From an optimization exercise on the open Yosys and OpenROAD flow, aimed at small area, a short achievable clock period and few clock cycles; shortcuts taken in it are not production practice. At most, simulation tests tie the RTL to the original design; equivalence was not proved. Power figures rest on the tool's default switching activity, not on a simulated workload.

==> 01-02: inputs <==
==> flow/design.v <==
module JAM (
input CLK,
input RST,
output reg [2:0] W,
output reg [2:0] J,
input [6:0] Cost,
output reg [3:0] MatchCount,
output reg [9:0] MinCost,
output reg Valid );
reg [7:0] k;
always @(posedge CLK or posedge RST) begin
    if (RST) k <= 0;
    else if (k != 136) k <= k + 1'b1;
end
reg [5:0] addr;
always @(posedge CLK or posedge RST) begin
    if (RST) addr <= 0;
    else addr <= addr + 1'b1;
end
always @(*) begin
    W = addr[5:3];
    J = addr[2:0];
end
always @(posedge CLK) Valid <= (k == 135) || (k == 136);
reg [447:0] m;    
reg [447:0] nx;
reg [7:0] ldw;    
integer i;
always @(posedge CLK)
    for (i = 0; i < 8; i = i + 1) ldw[i] <= (k < 64) && (k[5:3] == i);
always @(*) begin
    for (i = 0; i < 64; i = i + 1)
        if (i % 8 != 7) nx[7*i +: 7] = m[7*(i+1) +: 7];
        else nx[7*i +: 7] = ldw[i / 8] ? Cost : m[7*(i-7) +: 7];
end
always @(posedge CLK) m <= nx;
wire [447:0] rd;
genvar gi;
generate for (gi = 0; gi < 64; gi = gi + 1) begin : rdg
    if (gi % 8 == 7 && gi / 8 != 7) assign rd[7*gi +: 7] = m[7*(gi-7) +: 7];
    else assign rd[7*gi +: 7] = nx[7*gi +: 7];
end endgenerate
reg [17:0] sel;
always @(posedge CLK)
    if (k < 8'd67) sel <= 18'h12949;
    else if (k < 8'd75) sel <= 18'h24632;
    else if (k < 8'd83) sel <= 18'hca4a;
    else if (k < 8'd91) sel <= 18'h11a49;
    else if (k < 8'd99) sel <= 18'h22534;
    else if (k < 8'd107) sel <= 18'ha58c;
    else if (k < 8'd115) sel <= 18'ha94c;
    else if (k < 8'd123) sel <= 18'h11689;
    else if (k < 8'd127) sel <= 18'h21634;
    else sel <= 18'hc68a;
wire [223:0] c;
assign c[0 +: 7] = ({7{sel[0]}} & rd[7 +: 7])
    | ({7{sel[1]}} & rd[14 +: 7])
    | ({7{sel[2]}} & rd[35 +: 7]);
assign c[7 +: 7] = ({7{sel[3]}} & rd[0 +: 7])
    | ({7{sel[4]}} & rd[7 +: 7]);
assign c[14 +: 7] = ({7{sel[5]}} & rd[0 +: 7])
    | ({7{sel[6]}} & rd[21 +: 7])
    | ({7{sel[7]}} & rd[42 +: 7]);
assign c[21 +: 7] = ({7{sel[8]}} & rd[14 +: 7])
    | ({7{sel[9]}} & rd[28 +: 7]);
assign c[28 +: 7] = ({7{sel[0]}} & rd[63 +: 7])
    | ({7{sel[1]}} & rd[70 +: 7])
    | ({7{sel[2]}} & rd[91 +: 7]);
assign c[35 +: 7] = ({7{sel[3]}} & rd[56 +: 7])
    | ({7{sel[4]}} & rd[63 +: 7]);
assign c[42 +: 7] = ({7{sel[5]}} & rd[56 +: 7])
    | ({7{sel[6]}} & rd[77 +: 7])
    | ({7{sel[7]}} & rd[98 +: 7]);
assign c[49 +: 7] = ({7{sel[8]}} & rd[70 +: 7])
    | ({7{sel[9]}} & rd[84 +: 7]);
assign c[56 +: 7] = ({7{sel[0]}} & rd[119 +: 7])
    | ({7{sel[1]}} & rd[126 +: 7])
    | ({7{sel[2]}} & rd[147 +: 7]);
assign c[63 +: 7] = ({7{sel[3]}} & rd[112 +: 7])
    | ({7{sel[4]}} & rd[119 +: 7]);
assign c[70 +: 7] = ({7{sel[5]}} & rd[112 +: 7])
    | ({7{sel[6]}} & rd[133 +: 7])
    | ({7{sel[7]}} & rd[154 +: 7]);
assign c[77 +: 7] = ({7{sel[8]}} & rd[126 +: 7])
    | ({7{sel[9]}} & rd[140 +: 7]);
assign c[84 +: 7] = ({7{sel[0]}} & rd[175 +: 7])
    | ({7{sel[1]}} & rd[182 +: 7])
    | ({7{sel[2]}} & rd[203 +: 7]);
assign c[91 +: 7] = ({7{sel[3]}} & rd[168 +: 7])
    | ({7{sel[4]}} & rd[175 +: 7]);
assign c[98 +: 7] = ({7{sel[5]}} & rd[168 +: 7])
    | ({7{sel[6]}} & rd[189 +: 7])
    | ({7{sel[7]}} & rd[210 +: 7]);
assign c[105 +: 7] = ({7{sel[8]}} & rd[182 +: 7])
    | ({7{sel[9]}} & rd[196 +: 7]);
assign c[112 +: 7] = ({7{sel[10]}} & rd[245 +: 7])
    | ({7{sel[11]}} & rd[266 +: 7]);
assign c[119 +: 7] = ({7{sel[12]}} & rd[238 +: 7])
    | ({7{sel[13]}} & rd[252 +: 7])
    | ({7{sel[14]}} & rd[259 +: 7]);
assign c[126 +: 7] = ({7{sel[15]}} & rd[231 +: 7])
    | ({7{sel[16]}} & rd[259 +: 7])
    | ({7{sel[17]}} & rd[266 +: 7]);
assign c[133 +: 7] = rd[273 +: 7];
assign c[140 +: 7] = ({7{sel[10]}} & rd[301 +: 7])
    | ({7{sel[11]}} & rd[322 +: 7]);
assign c[147 +: 7] = ({7{sel[12]}} & rd[294 +: 7])
    | ({7{sel[13]}} & rd[308 +: 7])
    | ({7{sel[14]}} & rd[315 +: 7]);
assign c[154 +: 7] = ({7{sel[15]}} & rd[287 +: 7])
    | ({7{sel[16]}} & rd[315 +: 7])
    | ({7{sel[17]}} & rd[322 +: 7]);
assign c[161 +: 7] = rd[329 +: 7];
assign c[168 +: 7] = ({7{sel[10]}} & rd[357 +: 7])
    | ({7{sel[11]}} & rd[378 +: 7]);
assign c[175 +: 7] = ({7{sel[12]}} & rd[350 +: 7])
    | ({7{sel[13]}} & rd[364 +: 7])
    | ({7{sel[14]}} & rd[371 +: 7]);
assign c[182 +: 7] = ({7{sel[15]}} & rd[343 +: 7])
    | ({7{sel[16]}} & rd[371 +: 7])
    | ({7{sel[17]}} & rd[378 +: 7]);
assign c[189 +: 7] = rd[385 +: 7];
assign c[196 +: 7] = ({7{sel[10]}} & rd[413 +: 7])
    | ({7{sel[11]}} & rd[434 +: 7]);
assign c[203 +: 7] = ({7{sel[12]}} & rd[406 +: 7])
    | ({7{sel[13]}} & rd[420 +: 7])
    | ({7{sel[14]}} & rd[427 +: 7]);
assign c[210 +: 7] = ({7{sel[15]}} & rd[399 +: 7])
    | ({7{sel[16]}} & rd[427 +: 7])
    | ({7{sel[17]}} & rd[434 +: 7]);
assign c[217 +: 7] = rd[441 +: 7];
localparam [23:0] PAIRS = {2'd2,2'd3, 2'd1,2'd3, 2'd1,2'd2, 2'd0,2'd3, 2'd0,2'd2, 2'd0,2'd1};
reg [7:0] su0 [0:3][0:5];
reg [7:0] su1 [0:3][0:5];
integer g, e;
always @(posedge CLK) begin
    for (g = 0; g < 4; g = g + 1)
        for (e = 0; e < 6; e = e + 1) begin
            su0[g][e] <= c[7*(8*g+PAIRS[4*e+2 +: 2]) +: 7] + c[7*(8*g+4+PAIRS[4*e +: 2]) +: 7];
            su1[g][e] <= c[7*(8*g+PAIRS[4*e +: 2]) +: 7] + c[7*(8*g+4+PAIRS[4*e+2 +: 2]) +: 7];
        end
end
reg [7:0] pa_v [0:3][0:5];
reg       pa_d [0:3][0:5];
reg [7:0] df;
reg lt;
integer b;
always @(posedge CLK) begin
    for (g = 0; g < 4; g = g + 1)
        for (e = 0; e < 6; e = e + 1) begin
            df = su1[g][e] ^ su0[g][e];
            lt = 1'b0;
            for (b = 0; b < 8; b = b + 1)
                lt = df[b] ? su0[g][e][b] : lt;
            pa_v[g][e] <= lt ? su1[g][e] : su0[g][e];
            pa_d[g][e] <= ~|df;
        end
end
reg [8:0] ta [0:1][0:2];
reg [8:0] tb [0:1][0:2];
reg [1:0] fa [0:1][0:2];    
reg [1:0] fb [0:1][0:2];
integer h, q;
always @(posedge CLK) begin
    for (h = 0; h < 2; h = h + 1)
        for (q = 0; q < 3; q = q + 1) begin
            ta[h][q] <= pa_v[2*h][q] + pa_v[2*h+1][5-q];
            fa[h][q] <= {pa_d[2*h][q], pa_d[2*h+1][5-q]};
            tb[h][q] <= pa_v[2*h][5-q] + pa_v[2*h+1][q];
            fb[h][q] <= {pa_d[2*h][5-q], pa_d[2*h+1][q]};
        end
end
reg [8:0] sp_v [0:1][0:2];
reg [3:0] na, nb;
reg [3:0] sp_n [0:1][0:2];
always @(posedge CLK) begin
    for (h = 0; h < 2; h = h + 1)
        for (q = 0; q < 3; q = q + 1) begin
            sp_v[h][q] <= (tb[h][q] < ta[h][q]) ? tb[h][q] : ta[h][q];
            na = (&fa[h][q]) ? 4'd4 : (|fa[h][q]) ? 4'd2 : 4'd1;
            nb = (&fb[h][q]) ? 4'd4 : (|fb[h][q]) ? 4'd2 : 4'd1;
            sp_n[h][q] <= (tb[h][q] < ta[h][q]) ? nb : (tb[h][q] == ta[h][q]) ? na + nb : na;
        end
end
reg [8:0] hb_v [0:1];
reg [3:0] hb_n [0:1];
reg lt01, lt02, lt12, eq01, eq02, eq12;
reg [3:0] n01, n02, n12, n012;
always @(posedge CLK) begin
    for (h = 0; h < 2; h = h + 1) begin
        lt01 = sp_v[h][0] < sp_v[h][1];
        lt02 = sp_v[h][0] < sp_v[h][2];
        lt12 = sp_v[h][1] < sp_v[h][2];
        eq01 = sp_v[h][0] == sp_v[h][1];
        eq02 = sp_v[h][0] == sp_v[h][2];
        eq12 = sp_v[h][1] == sp_v[h][2];
        n01 = sp_n[h][0] + sp_n[h][1];
        n02 = sp_n[h][0] + sp_n[h][2];
        n12 = sp_n[h][1] + sp_n[h][2];
        n012 = n01 + sp_n[h][2];
        if ((lt01 || eq01) && (lt02 || eq02)) begin
            hb_v[h] <= sp_v[h][0];
            hb_n[h] <= (eq01 && eq02) ? n012 : eq01 ? n01 : eq02 ? n02 : sp_n[h][0];
        end
        else if (!lt01 && (lt12 || eq12)) begin
            hb_v[h] <= sp_v[h][1];
            hb_n[h] <= eq12 ? n12 : sp_n[h][1];
        end
        else begin
            hb_v[h] <= sp_v[h][2];
            hb_n[h] <= sp_n[h][2];
        end
    end
end
reg [9:0] tot;
reg [3:0] totn;
always @(posedge CLK) begin
    tot <= hb_v[0] + hb_v[1];
    totn <= hb_n[0] * hb_n[1];
end
wire accum = (k >= 66) && (k < 136);
always @(posedge CLK) begin
    if (k == 66) begin
        MinCost <= tot;
        MatchCount <= totn;
    end
    else if (accum) begin
        if (tot < MinCost) begin
            MinCost <= tot;
            MatchCount <= totn;
        end
        else if (tot == MinCost) MatchCount <= MatchCount + totn;
    end
end
endmodule
==> flow/run.sh <==
#!/bin/bash
# synth_recipe.tcl (not shown) runs the flow's synth.tcl, then flattens the netlist and writes it again
# the make line also repeats each setting of config.mk as NAME=value (left out here)
make -C /OpenROAD-flow-scripts/flow DESIGN_CONFIG=/design/flow/config.mk WORK_HOME=/design/flow/orfs CLKGATE_MAP_FILE= SYNTH_SCRIPT=/design/flow/synth_recipe.tcl finish
==> flow/config.mk <==
export PLATFORM = sky130hd
export DESIGN_NAME = JAM
export DESIGN_NICKNAME = JAM
export VERILOG_FILES = /design/flow/design.v
export SDC_FILE = /design/flow/constraint.sdc
export NUM_CORES = 4
export LEC_CHECK = 0
export CAP_MARGIN = 20
export CORE_MARGIN = 2
export CORE_UTILIZATION = 40
export CTS_CLUSTER_DIAMETER = 80
export CTS_CLUSTER_SIZE = 24
export SETUP_SLACK_MARGIN = 3.2
export SLEW_MARGIN = 20
==> flow/constraint.sdc <==
create_clock -name core_clock -period 6.0 [get_ports {CLK}]
set_input_delay 1.2000 -clock core_clock [delete_from_list [all_inputs] [get_ports {CLK}]]
set_output_delay 1.2000 -clock core_clock [all_outputs]
set_load 0.01 [all_outputs]
==> 03-13 (differences from 01-02) <==
--- a/flow/design.v
+++ b/flow/design.v
@@ -142,44 +142,35 @@
 end
 reg [7:0] pa_v [0:3][0:5];
 reg       pa_d [0:3][0:5];
-reg [7:0] df;
-reg lt;
-integer b;
 always @(posedge CLK) begin
     for (g = 0; g < 4; g = g + 1)
         for (e = 0; e < 6; e = e + 1) begin
-            df = su1[g][e] ^ su0[g][e];
-            lt = 1'b0;
-            for (b = 0; b < 8; b = b + 1)
-                lt = df[b] ? su0[g][e][b] : lt;
-            pa_v[g][e] <= lt ? su1[g][e] : su0[g][e];
-            pa_d[g][e] <= ~|df;
+            pa_v[g][e] <= (su1[g][e] < su0[g][e]) ? su1[g][e] : su0[g][e];
+            pa_d[g][e] <= (su1[g][e] == su0[g][e]);
         end
 end
 reg [8:0] ta [0:1][0:2];
 reg [8:0] tb [0:1][0:2];
-reg [1:0] fa [0:1][0:2];    
-reg [1:0] fb [0:1][0:2];
+reg [2:0] na [0:1][0:2];
+reg [2:0] nb [0:1][0:2];
 integer h, q;
 always @(posedge CLK) begin
     for (h = 0; h < 2; h = h + 1)
         for (q = 0; q < 3; q = q + 1) begin
             ta[h][q] <= pa_v[2*h][q] + pa_v[2*h+1][5-q];
-            fa[h][q] <= {pa_d[2*h][q], pa_d[2*h+1][5-q]};
+            na[h][q] <= (pa_d[2*h][q] ? 3'd2 : 3'd1) << pa_d[2*h+1][5-q];
             tb[h][q] <= pa_v[2*h][5-q] + pa_v[2*h+1][q];
-            fb[h][q] <= {pa_d[2*h][5-q], pa_d[2*h+1][q]};
+            nb[h][q] <= (pa_d[2*h][5-q] ? 3'd2 : 3'd1) << pa_d[2*h+1][q];
         end
 end
 reg [8:0] sp_v [0:1][0:2];
-reg [3:0] na, nb;
 reg [3:0] sp_n [0:1][0:2];
 always @(posedge CLK) begin
     for (h = 0; h < 2; h = h + 1)
         for (q = 0; q < 3; q = q + 1) begin
             sp_v[h][q] <= (tb[h][q] < ta[h][q]) ? tb[h][q] : ta[h][q];
-            na = (&fa[h][q]) ? 4'd4 : (|fa[h][q]) ? 4'd2 : 4'd1;
-            nb = (&fb[h][q]) ? 4'd4 : (|fb[h][q]) ? 4'd2 : 4'd1;
-            sp_n[h][q] <= (tb[h][q] < ta[h][q]) ? nb : (tb[h][q] == ta[h][q]) ? na + nb : na;
+            sp_n[h][q] <= (tb[h][q] < ta[h][q]) ? {1'b0, nb[h][q]} :
+                          (tb[h][q] == ta[h][q]) ? {1'b0, na[h][q]} + {1'b0, nb[h][q]} : {1'b0, na[h][q]};
         end
 end
 reg [8:0] hb_v [0:1];
Settings changed: SETUP_SLACK_MARGIN 3.2 to 3.0.
==> 05-01 (differences from 01-02) <==
--- a/flow/design.v
+++ b/flow/design.v
@@ -40,7 +40,7 @@
     if (gi % 8 == 7 && gi / 8 != 7) assign rd[7*gi +: 7] = m[7*(gi-7) +: 7];
     else assign rd[7*gi +: 7] = nx[7*gi +: 7];
 end endgenerate
-reg [17:0] sel;
+reg [17:0] sel, selb;
 always @(posedge CLK)
     if (k < 8'd67) sel <= 18'h12949;
     else if (k < 8'd75) sel <= 18'h24632;
@@ -52,6 +52,18 @@
     else if (k < 8'd123) sel <= 18'h11689;
     else if (k < 8'd127) sel <= 18'h21634;
     else sel <= 18'hc68a;
+always @(posedge CLK)
+    if (k < 8'd59) selb <= 18'h0;
+    else if (k < 8'd67) selb <= 18'h12949;
+    else if (k < 8'd75) selb <= 18'h24632;
+    else if (k < 8'd83) selb <= 18'hca4a;
+    else if (k < 8'd91) selb <= 18'h11a49;
+    else if (k < 8'd99) selb <= 18'h22534;
+    else if (k < 8'd107) selb <= 18'ha58c;
+    else if (k < 8'd115) selb <= 18'ha94c;
+    else if (k < 8'd123) selb <= 18'h11689;
+    else if (k < 8'd127) selb <= 18'h21634;
+    else selb <= 18'hc68a;
 wire [223:0] c;
 assign c[0 +: 7] = ({7{sel[0]}} & rd[7 +: 7])
     | ({7{sel[1]}} & rd[14 +: 7])
@@ -73,26 +85,26 @@
     | ({7{sel[7]}} & rd[98 +: 7]);
 assign c[49 +: 7] = ({7{sel[8]}} & rd[70 +: 7])
     | ({7{sel[9]}} & rd[84 +: 7]);
-assign c[56 +: 7] = ({7{sel[0]}} & rd[119 +: 7])
-    | ({7{sel[1]}} & rd[126 +: 7])
-    | ({7{sel[2]}} & rd[147 +: 7]);
-assign c[63 +: 7] = ({7{sel[3]}} & rd[112 +: 7])
-    | ({7{sel[4]}} & rd[119 +: 7]);
-assign c[70 +: 7] = ({7{sel[5]}} & rd[112 +: 7])
-    | ({7{sel[6]}} & rd[133 +: 7])
-    | ({7{sel[7]}} & rd[154 +: 7]);
-assign c[77 +: 7] = ({7{sel[8]}} & rd[126 +: 7])
-    | ({7{sel[9]}} & rd[140 +: 7]);
-assign c[84 +: 7] = ({7{sel[0]}} & rd[175 +: 7])
-    | ({7{sel[1]}} & rd[182 +: 7])
-    | ({7{sel[2]}} & rd[203 +: 7]);
-assign c[91 +: 7] = ({7{sel[3]}} & rd[168 +: 7])
-    | ({7{sel[4]}} & rd[175 +: 7]);
-assign c[98 +: 7] = ({7{sel[5]}} & rd[168 +: 7])
-    | ({7{sel[6]}} & rd[189 +: 7])
-    | ({7{sel[7]}} & rd[210 +: 7]);
-assign c[105 +: 7] = ({7{sel[8]}} & rd[182 +: 7])
-    | ({7{sel[9]}} & rd[196 +: 7]);
+assign c[56 +: 7] = ({7{selb[0]}} & rd[119 +: 7])
+    | ({7{selb[1]}} & rd[126 +: 7])
+    | ({7{selb[2]}} & rd[147 +: 7]);
+assign c[63 +: 7] = ({7{selb[3]}} & rd[112 +: 7])
+    | ({7{selb[4]}} & rd[119 +: 7]);
+assign c[70 +: 7] = ({7{selb[5]}} & rd[112 +: 7])
+    | ({7{selb[6]}} & rd[133 +: 7])
+    | ({7{selb[7]}} & rd[154 +: 7]);
+assign c[77 +: 7] = ({7{selb[8]}} & rd[126 +: 7])
+    | ({7{selb[9]}} & rd[140 +: 7]);
+assign c[84 +: 7] = ({7{selb[0]}} & rd[175 +: 7])
+    | ({7{selb[1]}} & rd[182 +: 7])
+    | ({7{selb[2]}} & rd[203 +: 7]);
+assign c[91 +: 7] = ({7{selb[3]}} & rd[168 +: 7])
+    | ({7{selb[4]}} & rd[175 +: 7]);
+assign c[98 +: 7] = ({7{selb[5]}} & rd[168 +: 7])
+    | ({7{selb[6]}} & rd[189 +: 7])
+    | ({7{selb[7]}} & rd[210 +: 7]);
+assign c[105 +: 7] = ({7{selb[8]}} & rd[182 +: 7])
+    | ({7{selb[9]}} & rd[196 +: 7]);
 assign c[112 +: 7] = ({7{sel[10]}} & rd[245 +: 7])
     | ({7{sel[11]}} & rd[266 +: 7]);
 assign c[119 +: 7] = ({7{sel[12]}} & rd[238 +: 7])
@@ -111,23 +123,23 @@
     | ({7{sel[16]}} & rd[315 +: 7])
     | ({7{sel[17]}} & rd[322 +: 7]);
 assign c[161 +: 7] = rd[329 +: 7];
-assign c[168 +: 7] = ({7{sel[10]}} & rd[357 +: 7])
-    | ({7{sel[11]}} & rd[378 +: 7]);
-assign c[175 +: 7] = ({7{sel[12]}} & rd[350 +: 7])
-    | ({7{sel[13]}} & rd[364 +: 7])
-    | ({7{sel[14]}} & rd[371 +: 7]);
-assign c[182 +: 7] = ({7{sel[15]}} & rd[343 +: 7])
-    | ({7{sel[16]}} & rd[371 +: 7])
-    | ({7{sel[17]}} & rd[378 +: 7]);
+assign c[168 +: 7] = ({7{selb[10]}} & rd[357 +: 7])
+    | ({7{selb[11]}} & rd[378 +: 7]);
+assign c[175 +: 7] = ({7{selb[12]}} & rd[350 +: 7])
+    | ({7{selb[13]}} & rd[364 +: 7])
+    | ({7{selb[14]}} & rd[371 +: 7]);
+assign c[182 +: 7] = ({7{selb[15]}} & rd[343 +: 7])
+    | ({7{selb[16]}} & rd[371 +: 7])
+    | ({7{selb[17]}} & rd[378 +: 7]);
 assign c[189 +: 7] = rd[385 +: 7];
-assign c[196 +: 7] = ({7{sel[10]}} & rd[413 +: 7])
-    | ({7{sel[11]}} & rd[434 +: 7]);
-assign c[203 +: 7] = ({7{sel[12]}} & rd[406 +: 7])
-    | ({7{sel[13]}} & rd[420 +: 7])
-    | ({7{sel[14]}} & rd[427 +: 7]);
-assign c[210 +: 7] = ({7{sel[15]}} & rd[399 +: 7])
-    | ({7{sel[16]}} & rd[427 +: 7])
-    | ({7{sel[17]}} & rd[434 +: 7]);
+assign c[196 +: 7] = ({7{selb[10]}} & rd[413 +: 7])
+    | ({7{selb[11]}} & rd[434 +: 7]);
+assign c[203 +: 7] = ({7{selb[12]}} & rd[406 +: 7])
+    | ({7{selb[13]}} & rd[420 +: 7])
+    | ({7{selb[14]}} & rd[427 +: 7]);
+assign c[210 +: 7] = ({7{selb[15]}} & rd[399 +: 7])
+    | ({7{selb[16]}} & rd[427 +: 7])
+    | ({7{selb[17]}} & rd[434 +: 7]);
 assign c[217 +: 7] = rd[441 +: 7];
 localparam [23:0] PAIRS = {2'd2,2'd3, 2'd1,2'd3, 2'd1,2'd2, 2'd0,2'd3, 2'd0,2'd2, 2'd0,2'd1};
 reg [7:0] su0 [0:3][0:5];
@@ -173,13 +185,18 @@
 reg [8:0] sp_v [0:1][0:2];
 reg [3:0] na, nb;
 reg [3:0] sp_n [0:1][0:2];
+reg [8:0] dt;
 always @(posedge CLK) begin
     for (h = 0; h < 2; h = h + 1)
         for (q = 0; q < 3; q = q + 1) begin
-            sp_v[h][q] <= (tb[h][q] < ta[h][q]) ? tb[h][q] : ta[h][q];
+            dt = tb[h][q] ^ ta[h][q];
+            lt = 1'b0;
+            for (b = 0; b < 9; b = b + 1)
+                lt = dt[b] ? ta[h][q][b] : lt;
+            sp_v[h][q] <= lt ? tb[h][q] : ta[h][q];
             na = (&fa[h][q]) ? 4'd4 : (|fa[h][q]) ? 4'd2 : 4'd1;
             nb = (&fb[h][q]) ? 4'd4 : (|fb[h][q]) ? 4'd2 : 4'd1;
-            sp_n[h][q] <= (tb[h][q] < ta[h][q]) ? nb : (tb[h][q] == ta[h][q]) ? na + nb : na;
+            sp_n[h][q] <= lt ? nb : (~|dt) ? na + nb : na;
         end
 end
 reg [8:0] hb_v [0:1];
Settings changed: CTS_CLUSTER_DIAMETER 80 to 90, CTS_CLUSTER_SIZE 24 to 28.
==> summary of the runs <==
Synthesized area: 03-13 > 05-01 > 01-02.
The lowest die area belongs to 01-02, the highest to 03-13.
Combinational power, lowest first: 05-01, 01-02, 03-13.
Hold slack, highest first: 01-02, 03-13, 05-01.
Critical path depth: 03-13 < 05-01 < 01-02.
Via count: 01-02 > 05-01 > 03-13.
Count of clock-buffer cells in the layout, highest first: 01-02, 03-13, 05-01.
Clock skew: 03-13 is higher than 01-02 (0.00067 ns).
Testbench counts of 05-01, summed over its fixed seeds: cycles 1,644.
For 01-02 and 03-13, only the layout was checked, not whether the RTL still works.

[port drivers added, routing unchanged]
The results above use ideal ports. As a check the final layouts listed here were re-extracted and re-timed, cells and wires unchanged. Step 1 (the two cells are an assumption about what drives the block):
set clk [get_ports {CLK}]
set_driving_cell -lib_cell sky130_fd_sc_hd__clkbuf_16 $clk
set_driving_cell -lib_cell sky130_fd_sc_hd__buf_2 [delete_from_list [all_inputs] $clk]
Step 2 moves the port delays by t, midway between the first and last clock arrival at a register: inputs arrive t later, outputs are due t later. That takes back most of the time a late clock gives input paths. a / b / c = no drivers / after step 1 / after step 2; a / b = the first two.
| run | t, ns | setup WS [ns] | hold slack, ns |
|---|---|---|---|
| 01-02 | 0.752 | 3.200 / 3.200 / 2.611 | 0.330 / 0.330 / 0.330 |
| 03-13 | 0.756 | 3.038 / 3.038 / 2.337 | 0.327 / 0.327 / 0.327 |
| 05-01 | 0.788 | 3.219 / 3.219 / 2.520 | 0.323 / 0.323 / 0.323 |
After both steps setup and hold are still met in every run listed. The setup slack of 03-13, which loses most, moves by 0.000 ns with the drivers and by -0.701 ns with both steps.
